This is an optimization exercise on Yosys and OpenROAD, whose aim is small area, not a production implementation. RTL that was checked went through simulation tests only; none was proved equivalent to the original.

==> garnet: inputs <==
==> flow/design.v <==
module fadd(a, b, c, s, co);
	input a, b, c;
	output s, co;
	assign s = a ^ b ^ c;
	assign co = (a & b) | (a & c) | (b & c);
endmodule
module My_Dig(num, seg);
	input [3:0] num;
	output [6:0] seg;
	function [6:0] p;
		input [3:0] v;
		input [3:0] d;
		input [6:0] c;
		p = (v == d) ? c : 7'd0;
	endfunction
	assign seg = p(num, 0, 7'b011_1111) | p(num, 1, 7'b000_0110) | p(num, 2, 7'b101_1011) |
		p(num, 3, 7'b100_1111) | p(num, 4, 7'b110_0110) | p(num, 5, 7'b110_1101) |
		p(num, 6, 7'b111_1101) | p(num, 7, 7'b000_0111) | p(num, 8, 7'b111_1111) |
		p(num, 9, 7'b110_1111);
endmodule
module dis_sound(
 CLK, RSTn, pulse_r, pulse_t, test_count, Digitron_Out, DigitronCS_Out,LED_Out
);
	input CLK;
	input RSTn;
	input pulse_r;
	input pulse_t;
	output reg test_count;
	output [7:0]Digitron_Out;
	output [5:0]DigitronCS_Out;
	output [7:0]LED_Out;
	function [19:0] inc20;
		input [19:0] x;
		input ci;
		integer i;
		reg cc;
		begin
			cc = ci;
			for (i = 0; i < 20; i = i + 1) begin
				inc20[i] = x[i] ^ cc;
				cc = x[i] & cc;
			end
		end
	endfunction
	reg R1, R2, T1, T2;
	reg [6:0] count_hs;           
	wire hs_done = count_hs[6] & count_hs[5] & count_hs[2];    
	always @ (posedge CLK) begin
		if(!RSTn) begin
			R1 <= 0; R2 <= 0; T1 <= 0; T2 <= 0;
		end else begin
			R1 <= pulse_r; R2 <= R1; T1 <= pulse_t; T2 <= T1;
		end
	end
	always @ (posedge CLK) begin
		if(!RSTn) begin
			test_count <= 0;
			count_hs <= 0;
		end else if(T1 & ~T2)
			test_count <= 1;
		else if(hs_done) begin
			if(R1 & ~R2)
				test_count <= 0;
			else if(~R1 & R2)
				count_hs <= 0;
		end else
			count_hs <= count_hs + 1'b1;
	end
	reg [12:0] cnt;
	always @ (posedge CLK)
		if(!RSTn) cnt <= 0;
		else cnt <= inc20({7'd0, cnt}, 1'b1);
	wire step = &cnt[3:0];
	wire tick = (cnt == 13'h0FFF);
	reg t1, t2;
	reg [19:0] pulse;
	reg [19:0] c1, c2, c3, c4, c5, c6;
	reg [2:0] vc;                  
	wire shift = ~test_count & ~t1 & t2;
	wire wrap = pulse[19] & pulse[17] & pulse[16] & pulse[14] & pulse[13] &
	            pulse[12] & pulse[8] & pulse[7] & pulse[5] & pulse[4];
	wire pclr = ~RSTn | (test_count ? wrap : shift);
	always @ (posedge CLK) begin
		if(!RSTn) begin
			t1 <= 0; t2 <= 0;
		end else begin
			t1 <= test_count; t2 <= t1;
		end
	end
	always @ (posedge CLK)
		pulse <= inc20(pulse, test_count) & ~{20{pclr}};
	always @ (posedge CLK)
		if(RSTn & shift) begin
			c1 <= pulse; c2 <= c1; c3 <= c2; c4 <= c3; c5 <= c4; c6 <= c5;
		end
	always @ (posedge CLK)
		if(!RSTn)
			vc <= 0;
		else if(shift && vc != 3'd6)
			vc <= vc + 1'b1;
	localparam S_IDLE = 5'd0, S_SUB0 = 5'd6, S_ADD6 = 5'd7,
	           S_LED1 = 5'd9, S_LED7 = 5'd15, S_H = 5'd16, S_DH = 5'd20;
	reg [4:0] st;
	reg [2:0] pos;                 
	reg [22:0] Wn;                 
	wire [22:0] W = ~Wn;
	reg [17:0] N;                  
	reg [2:0] q;                   
	reg cond;                      
	wire cap = (st == S_IDLE && tick) || (st >= 5'd1 && st <= 5'd5);
	wire [5:0] sel;
	assign sel[0] = cap && pos == 3'd1 && vc >= 3'd1;
	assign sel[1] = cap && pos == 3'd2 && vc >= 3'd2;
	assign sel[2] = cap && pos == 3'd3 && vc >= 3'd3;
	assign sel[3] = cap && pos == 3'd4 && vc >= 3'd4;
	assign sel[4] = cap && pos == 3'd5 && vc >= 3'd5;
	assign sel[5] = cap && pos == 3'd6 && vc >= 3'd6;
	wire [19:0] entry = ({20{sel[0]}} & c1) | ({20{sel[1]}} & c2) | ({20{sel[2]}} & c3) |
	                    ({20{sel[3]}} & c4) | ({20{sel[4]}} & c5) | ({20{sel[5]}} & c6);
	function [22:0] k;
		input [4:0] s;
		input [4:0] v;
		input [22:0] c;
		k = (s == v) ? c : 23'd0;
	endfunction
	wire [22:0] kc = k(st, S_SUB0, ~23'd61770) | k(st, S_ADD6, 23'd6) |
		k(st, 5'd9, ~23'd529410) | k(st, 5'd10, ~23'd1058820) | k(st, 5'd11, ~23'd1588230) |
		k(st, 5'd12, ~23'd2117640) | k(st, 5'd13, ~23'd2647050) | k(st, 5'd14, ~23'd3176460) |
		k(st, 5'd15, ~23'd3705870) | k(st, 5'd16, ~23'd1764708) | k(st, 5'd17, ~23'd176472) |
		k(st, 5'd18, ~23'd17646) | k(st, 5'd19, ~23'd1764) | k(st, 5'd20, ~23'd174);
	wire cin = st >= S_SUB0 && st != S_ADD6;
	wire [22:0] A = (st == S_IDLE) ? 23'd0 : W;      
	wire [22:0] B = kc | {3'b000, entry};
	wire [23:0] cy;
	wire [22:0] sum;
	assign cy[0] = cin;
	genvar gi;
	generate for (gi = 0; gi < 23; gi = gi + 1) begin : g_add
		fadd fa (.a(A[gi]), .b(B[gi]), .c(cy[gi]), .s(sum[gi]), .co(cy[gi+1]));
	end endgenerate
	wire ok = cy[23];              
	wire is_dig = (st >= S_H && st <= S_DH);
	wire is_led = (st >= S_LED1 && st <= S_LED7);
	wire upd = cap || st == S_ADD6 || ((st == S_SUB0 || is_dig) && ok);
	always @ (posedge CLK)
		if(upd) Wn <= ~sum;
	always @ (posedge CLK) begin
		if(!RSTn) begin
			st <= S_IDLE;
			pos <= 3'd6;
		end else begin
			if(cap)
				pos <= (st == 5'd5) ? 3'd6 : pos - 1'b1 + shift;
			case(st)
				S_IDLE:  if(tick) st <= 5'd1;
				S_ADD6:  st <= S_LED1;
				S_DH:    if(!ok) st <= S_IDLE;
				default: if(!(is_dig && ok)) st <= st + 1'b1;
			endcase
		end
	end
	always @ (posedge CLK)
		if(!RSTn)
			cond <= 0;
		else if(st == S_SUB0)
			cond <= ok;
	always @ (posedge CLK)
		if(st == S_ADD6)
			q <= 0;
		else if(is_led && ok)
			q <= st[2:0];
	always @ (posedge CLK)
		if(st == S_ADD6)
			N <= {N[13:0], 4'd0};
		else if(is_dig) begin
			if(ok)
				N[3:0] <= N[3:0] + 1'b1;
			else if(st != S_DH)
				N <= {N[13:0], 4'd0};
		end
	reg [17:0] D;                  
	reg [2:0] led_case, led_show;
	reg on;                        
	always @ (posedge CLK)
		if(tick) begin
			D <= N;
			led_show <= led_case;
		end
	always @ (posedge CLK)
		if(!RSTn) begin
			on <= 0;
			led_case <= 0;
		end else if(tick) begin
			on <= cond;
			if(cond) led_case <= q;
		end
	assign LED_Out = {8{on}} & {led_show == 3'd7, led_show >= 3'd6, led_show >= 3'd5,
	                  led_show >= 3'd4, led_show >= 3'd3, led_show >= 3'd2,
	                  led_show >= 3'd1, 1'b1};
	reg [5:0] CS;
	reg [3:0] shown;               
	wire [5:0] cs_next = CS[5] ? {1'b1, CS[0], CS[4:1]} : 6'b111110;
	wire [3:0] dsel = ({4{~cs_next[4]}} & {2'b00, D[17:16]}) | ({4{~cs_next[3]}} & D[15:12]) |
	                  ({4{~cs_next[2]}} & D[11:8]) | ({4{~cs_next[1]}} & D[7:4]) |
	                  ({4{~cs_next[0]}} & D[3:0]);
	wire [3:0] val = (on && CS[5]) ? dsel : 4'd0;
	always @ (posedge CLK)
		if(!RSTn) begin
			CS <= 0;
			shown <= 4'd15;
		end else if(step) begin
			CS <= cs_next;
			if(!(val[3] & val[1]))         
				shown <= val;
		end
	wire [6:0] seg;
	My_Dig U2 (.num(shown), .seg(seg));
	assign Digitron_Out = {CS[5] & ~CS[2], seg};
	assign DigitronCS_Out = CS;
endmodule
==> flow/flow/run.sh <==
#!/bin/bash
# Layout flow: the standard ORFS flow (standard.sh: the same synthesis
# script, floorplan, power grid, placement and routing) with three changes:
#  - the final technology mapping in synthesis uses an area-oriented ABC script
#    (flow/abc_own.script) in place of ORFS's abc_speed.script; registers are
#    mapped exactly as in the standard synthesis, ABC only remaps the gates;
#  - ports are buffered with the smallest buffer cell;
#  - clock tree synthesis uses larger sink clusters and no dummy loads.
# The full output of the run goes to flow_run.log here; the ORFS logs are
# copied to orfs_logs/.
set -euo pipefail
WORK=$PWD
rm -rf "$WORK/own_scripts"
cp -r "$FLOW_HOME/scripts" "$WORK/own_scripts"
cp "$WORK/flow/abc_own.script" "$WORK/own_scripts/abc_speed.script"
export BUFFER_PORTS_ARGS="-buffer_cell sky130_fd_sc_hd__buf_1"
export CTS_ARGS="-sink_clustering_enable -repair_clock_nets -sink_clustering_size 30 -sink_clustering_max_diameter 80 -dont_use_dummy_load"
status=0
bash standard.sh "SCRIPTS_DIR=$WORK/own_scripts" finish > flow_run.log 2>&1 || status=$?
mkdir -p orfs_logs
cp -r orfs/logs/. orfs_logs/ 2>/dev/null || true
exit $status
==> flow/flow/abc_own.script <==
&get -n
&st
&dch
&nf
&st
&syn2
&if -g -K 6
&synch2
&nf
&st
&syn2
&if -g -K 6
&synch2
&nf
&st
&syn2
&if -g -K 6
&synch2
&nf
&st
&syn2
&if -g -K 6
&synch2
&nf
&st
&syn2
&if -g -K 6
&synch2
&nf
&st
&dch
&st
&deepsyn -T 60
&dch
&nf -a -R 1000
&put
topo
dnsize -c
==> flow/standard.sh <==
#!/bin/bash
# synth_recipe.tcl (not shown) runs the flow's synth.tcl, then flattens the netlist and writes it again
# the make line also repeats each setting of config.mk as NAME=value (left out here)
make -C /OpenROAD-flow-scripts/flow DESIGN_CONFIG=/design/flow/config.mk WORK_HOME=/design/flow/orfs CLKGATE_MAP_FILE= SYNTH_SCRIPT=/design/flow/synth_recipe.tcl "${@:-finish}"
==> flow/config.mk <==
export PLATFORM = sky130hd
export DESIGN_NAME = dis_sound
export DESIGN_NICKNAME = dis_sound
export VERILOG_FILES = /design/flow/design.v
export SDC_FILE = /design/flow/constraint.sdc
export NUM_CORES = 4
export LEC_CHECK = 0
export CAP_MARGIN = 5
export CORE_MARGIN = 2
export CORE_UTILIZATION = 40
export CTS_CLUSTER_DIAMETER = 80
export CTS_CLUSTER_SIZE = 30
export SLEW_MARGIN = 5
==> flow/constraint.sdc <==
create_clock -name core_clock -period 25.0 [get_ports {CLK}]
set_input_delay 5.0000 -clock core_clock [delete_from_list [all_inputs] [get_ports {CLK}]]
set_output_delay 5.0000 -clock core_clock [all_outputs]
set_load 0.01 [all_outputs]
==> inputs of xenon, as changes to garnet <==
--- a/flow/design.v
+++ b/flow/design.v
@@ -129,7 +129,7 @@
 		k(st, 5'd15, ~23'd3705870) | k(st, 5'd16, ~23'd1764708) | k(st, 5'd17, ~23'd176472) |
 		k(st, 5'd18, ~23'd17646) | k(st, 5'd19, ~23'd1764) | k(st, 5'd20, ~23'd174);
 	wire cin = st >= S_SUB0 && st != S_ADD6;
-	wire [22:0] A = (st == S_IDLE) ? 23'd0 : W;      
+	wire [22:0] A = {W[22:8], (st == S_IDLE) ? 8'd0 : W[7:0]};
 	wire [22:0] B = kc | {3'b000, entry};
 	wire [23:0] cy;
 	wire [22:0] sum;
@@ -146,7 +146,7 @@
 		if(upd) Wn <= ~sum;
 	always @ (posedge CLK) begin
 		if(!RSTn) begin
-			st <= S_IDLE;
+			st <= S_H;             
 			pos <= 3'd6;
 		end else begin
 			if(cap)
@@ -197,24 +197,34 @@
 	assign LED_Out = {8{on}} & {led_show == 3'd7, led_show >= 3'd6, led_show >= 3'd5,
 	                  led_show >= 3'd4, led_show >= 3'd3, led_show >= 3'd2,
 	                  led_show >= 3'd1, 1'b1};
-	reg [5:0] CS;
+	reg [2:0] ds;
 	reg [3:0] shown;               
-	wire [5:0] cs_next = CS[5] ? {1'b1, CS[0], CS[4:1]} : 6'b111110;
-	wire [3:0] dsel = ({4{~cs_next[4]}} & {2'b00, D[17:16]}) | ({4{~cs_next[3]}} & D[15:12]) |
-	                  ({4{~cs_next[2]}} & D[11:8]) | ({4{~cs_next[1]}} & D[7:4]) |
-	                  ({4{~cs_next[0]}} & D[3:0]);
-	wire [3:0] val = (on && CS[5]) ? dsel : 4'd0;
-	always @ (posedge CLK)
-		if(!RSTn) begin
-			CS <= 0;
+	reg [3:0] dsel;
+	always @* begin
+		case(ds)
+			3'd1: dsel = {2'b00, D[17:16]};
+			3'd2: dsel = D[15:12];
+			3'd3: dsel = D[11:8];
+			3'd4: dsel = D[7:4];
+			default: dsel = D[3:0];
+		endcase
+	end
+	wire [3:0] val = (on && ds != 3'd0) ? dsel : 4'd0;
+	always @ (posedge CLK)
+		if(!RSTn) begin
+			ds <= 0;
 			shown <= 4'd15;
 		end else if(step) begin
-			CS <= cs_next;
+			ds <= (ds == 3'd5 || ds == 3'd0) ? 3'd1 : ds + 1'b1;
 			if(!(val[3] & val[1]))         
 				shown <= val;
 		end
 	wire [6:0] seg;
 	My_Dig U2 (.num(shown), .seg(seg));
-	assign Digitron_Out = {CS[5] & ~CS[2], seg};
-	assign DigitronCS_Out = CS;
+	assign Digitron_Out = {ds == 3'd4, seg};
+	assign DigitronCS_Out = (ds == 3'd0) ? 6'b000000 :
+	                        (ds == 3'd1) ? 6'b111110 :
+	                        (ds == 3'd2) ? 6'b101111 :
+	                        (ds == 3'd3) ? 6'b110111 :
+	                        (ds == 3'd4) ? 6'b111011 : 6'b111101;
 endmodule
CAP_MARGIN = 20   (was 5)
SLEW_MARGIN = 20   (was 5)
==> flow_metrics.py <==
metrics = {
    "status": {
        "status": "complete, no violations",
    },
    "worst_setup_path": {
        "r2r_start": "st[0]",
        "crit_fanout": 23,
        "cp.buffers_inverters": 3,
        "reg2reg_slack_ns": 12.14,
    },
    "power_and_ir_drop": {
        "p_sw_share_pct": 23.4,
        "p_sw_mw": 0.178,
    },
    "clocking": {
        "clk_transition_reported_paths_ns": 0.11,
    },
    "finish": {
        "nMultiInputCombCells": 449,
        "seq_share_pct": 61.2,
        "num-nonclk-buffers": 38,
    },
    "grt": {
        "grt_max_degree": 83,
    },
    "synth": {
        "synth-seq-cells": 258,
        "netlist_instances": 754,
    },
    "placed_design": {
        "dp_cells": 1121,
    },
}
# the run above: garnet

==> flow_metrics.py <==
metrics = {
    "worst_setup_path": {
        "cp.buffers_inverters": 4,
        "reg2reg_slack_ns": 13.35,
        "crit_fanout": 26,
    },
    "synth": {
        "netlist_instances": 746,
    },
    "finish": {
        "nMultiInputCombCells": 454,
        "seq_share_pct": 61.0,
    },
    "placed_design": {
        "dp_cells": 1115,
    },
    "status": {
        "status": "complete, no violations",
    },
    "grt": {
        "grt_max_degree": 73,
    },
}
# the run above: xenon

Only the layout flow was run in xenon; the RTL was not checked for function there.

## static timing again, ports no longer ideal
How much do the figures lean on ideal ports? The routed layouts below were timed once more, with nothing changed but the port constraints. Step 1 (the two cells are an assumption about what drives the block):
set clk [get_ports {CLK}]
set_driving_cell -lib_cell sky130_fd_sc_hd__clkbuf_16 $clk
set_driving_cell -lib_cell sky130_fd_sc_hd__buf_2 [delete_from_list [all_inputs] $clk]
Step 2 moves the port delays by t, midway between the first and last clock arrival at a register: inputs arrive t later, outputs are due t later. That takes back most of the time a late clock gives input paths. a / b / c = ideal / step 1 / step 2; a / b = the first two.
run | t, ns | setup WS [ns] | pins driven straight from the clock port
garnet | 0.507 | 12.136 / 12.136 / 12.136 | 1
xenon | 0.506 | 13.354 / 13.354 / 13.354 | 1
After both steps setup and hold are still met in every run listed.
